Context: an optimization exercise on an open-source flow, tuned for small area and a short achievable clock period. The choices shown serve that exercise and are no tape-out recipe.
In this exercise RTL edits were held to simulation tests only and were not proved equivalent to the original.
The flow treats the clock pin as an ideal source, which a real chip does not have.
Power and IR drop assume default switching activity.

// bnn_layer
module bnn_layer #(
    parameter N = 32,
    parameter NEURONS = 16
)(
    input wire clk,
    input wire rst,
    input wire valid_in,
    input wire [N-1:0] input_vector,
    input wire [NEURONS*N-1:0] weights_flat,
    input wire [8*NEURONS-1:0] thresholds_flat,
    output wire [NEURONS-1:0] output_vector,
    output wire valid_out,
    output wire [8*NEURONS-1:0] debug_popcounts
);
clock: 9.0 ns
lec_check: 0
cap_margin: 20
core_area: 2 2 253 253
cts_cluster_diameter: 80
cts_cluster_size: 24
die_area: 0 0 255 255
slew_margin: 20
synth_hierarchical: 1
synth_minimum_keep_size: 0
standard.sh (not shown) runs the stock make flow with config.mk's settings and CLKGATE_MAP_FILE= SYNTH_SCRIPT=/design/flow/synth_recipe.tcl, a recipe that flattens the netlist after the stock synthesis.
==> flow/flow/run.sh <==
#!/bin/bash
# Own layout flow: the standard flow (standard synthesis unchanged), with
#  - port buffers made from the smallest buffer cell instead of the resizer's default,
#  - input_vector port buffers (16 loads each) enlarged after repair_design,
#  - timing repair aimed below the clock period (SETUP_SLACK_MARGIN).
# Each tool's output goes to the ORFS logs under orfs/logs; make's output to flow_standard.log.
set -euo pipefail
export BUFFER_PORTS_ARGS="-buffer_cell sky130_fd_sc_hd__buf_1"
export SETUP_SLACK_MARGIN=6.0
export FLOW_INBUF_CELL=sky130_fd_sc_hd__buf_8
export POST_RESIZE_TCL="$PWD/flow/post_resize.tcl"
bash standard.sh finish > flow_standard.log 2>&1 || { tail -50 flow_standard.log; exit 1; }
tail -5 flow_standard.log
==> flow/flow/post_resize.tcl <==
# Drive each input_vector bit (16 loads spread over the layout) with larger
# buffers than repair_design picks: every buffer between the port and the
# loads is resized. The port itself is an ideal driver.
set n 0
set block [ord::get_db_block]
foreach port [get_ports input_vector*] {
  set nets [list [[$block findBTerm [get_full_name $port]] getNet]]
  while { [llength $nets] } {
    set net [lindex $nets 0]
    set nets [lrange $nets 1 end]
    foreach it [$net getITerms] {
      if { ![$it isInputSignal] } { continue }
      set inst [$it getInst]
      if { [string match "sky130_fd_sc_hd__*buf_*" [[$inst getMaster] getName]] } {
        replace_cell [get_cells [$inst getName]] $::env(FLOW_INBUF_CELL)
        incr n
        foreach ot [$inst getITerms] {
          if { [$ot isOutputSignal] && [$ot getNet] ne "NULL" } { lappend nets [$ot getNet] }
        }
      }
    }
  }
}
puts "post_resize: resized $n input_vector buffers to $::env(FLOW_INBUF_CELL)"
Change:
--- a/flow/flow/run.sh
+++ b/flow/flow/run.sh
@@ -9,2 +9,2 @@
-export SETUP_SLACK_MARGIN=6.0
-export FLOW_INBUF_CELL=sky130_fd_sc_hd__buf_8
+export SETUP_SLACK_MARGIN=5.9
+export FLOW_INBUF_CELL=sky130_fd_sc_hd__buf_12
==> flow/flow/post_resize.tcl (replaced) <==
# Drive each input_vector bit (16 loads spread over the layout) with a larger
# port buffer than repair_design picks; the port itself is an ideal driver.
set n 0
foreach port [get_ports input_vector*] {
  set net [get_nets -of_objects $port]
  foreach pin [get_pins -of_objects $net -filter "direction==input"] {
    set inst [get_cells -of_objects $pin]
    set master [get_property $inst ref_name]
    if { [string match "sky130_fd_sc_hd__*buf*" $master] } {
      replace_cell $inst $::env(FLOW_INBUF_CELL)
      incr n
    }
  }
}
puts "post_resize: resized $n input_vector port buffers to $::env(FLOW_INBUF_CELL)"
With this change the flow stopped in placement repair (3_4_place_resized).
Synthesized cell count does not change.
Synthesized area stays the same.
Change:
--- a/flow/flow/run.sh
+++ b/flow/flow/run.sh
@@ -9,2 +9,2 @@
-export SETUP_SLACK_MARGIN=5.9
-export FLOW_INBUF_CELL=sky130_fd_sc_hd__buf_12
+export SETUP_SLACK_MARGIN=5.95
+export FLOW_INBUF_CELL=sky130_fd_sc_hd__buf_8
==> flow/flow/post_resize.tcl (replaced) <==
# Drive each input_vector bit (16 loads spread over the layout) with larger
# buffers than repair_design picks: every buffer between the port and the
# loads is resized. The port itself is an ideal driver.
set n 0
set block [ord::get_db_block]
foreach port [get_ports input_vector*] {
  set nets [list [[$block findBTerm [get_full_name $port]] getNet]]
  while { [llength $nets] } {
    set net [lindex $nets 0]
    set nets [lrange $nets 1 end]
    foreach it [$net getITerms] {
      if { ![$it isInputSignal] } { continue }
      set inst [$it getInst]
      if { [string match "sky130_fd_sc_hd__*buf_*" [[$inst getMaster] getName]] } {
        replace_cell [get_cells [$inst getName]] $::env(FLOW_INBUF_CELL)
        incr n
        foreach ot [$inst getITerms] {
          if { [$ot isOutputSignal] && [$ot getNet] ne "NULL" } { lappend nets [$ot getNet] }
        }
      }
    }
  }
}
puts "post_resize: resized $n input_vector buffers to $::env(FLOW_INBUF_CELL)"
CORE_AREA = 2 2 243 243   (was 2 2 253 253)
CTS_CLUSTER_DIAMETER = 150   (was 80)
DIE_AREA = 0 0 245 245   (was 0 0 255 255)
What happened: With this change the flow completed with no timing, DRC or antenna violations. Synthesized area stays the same. Synthesized cell count is unchanged.
Change:
--- a/flow/flow/run.sh
+++ b/flow/flow/run.sh
@@ -9 +9 @@
-export SETUP_SLACK_MARGIN=5.95
+export SETUP_SLACK_MARGIN=5.9
CORE_AREA = 2 2 253 253   (was 2 2 243 243)
CTS_CLUSTER_DIAMETER = 80   (was 150)
DIE_AREA = 0 0 255 255   (was 0 0 245 245)
Result: Register-to-register slack is worse by 0.05 ns. Die area grows by 8.3%. First-iteration DRC count increases by 18%. Hold slack improves by 0.021 ns. Wire length rose by 2.6%. Clock-buffer cell count increases by 8. Clock power goes up by 42%. Setup slack got worse by 0.042 ns. Combinational power is higher by about 2%. Total power grows by 5.3%. Final area increases by 2.2%.

## re-timing with driven ports
The flow's constraints put no driver on any port. The routed layouts listed below were extracted and timed again, unchanged, in two steps. Step 1 sets driving cells, clkbuf_16 on the clock port and buf_2 on the other inputs (assumed; they add their load-dependent delay and slew). Step 2, shift: input delay + t, output delay - t, t = (earliest + latest rising clock arrival at the registers) / 2. This alone moves slack from input paths to output paths. Slacks: ideal ports / drivers / drivers and shift; pairs: ideal ports / drivers.
run | t (ns) | setup WS [ns] | worst data-port slew with drivers (ns) | cell pins on the clock port's net
the first run | 0.673 | 6.014 / 5.965 / 5.359 | 0.13 | 1
the third run | 0.633 | 5.995 / 5.928 / 5.502 | 0.12 | 1
the fourth run | 0.665 | 5.953 / 5.894 / 5.369 | 0.15 | 1
After both steps every run listed still meets setup and hold. The setup slack of the first run, which loses most, moves by -0.049 ns with the drivers and by -0.655 ns with both steps.
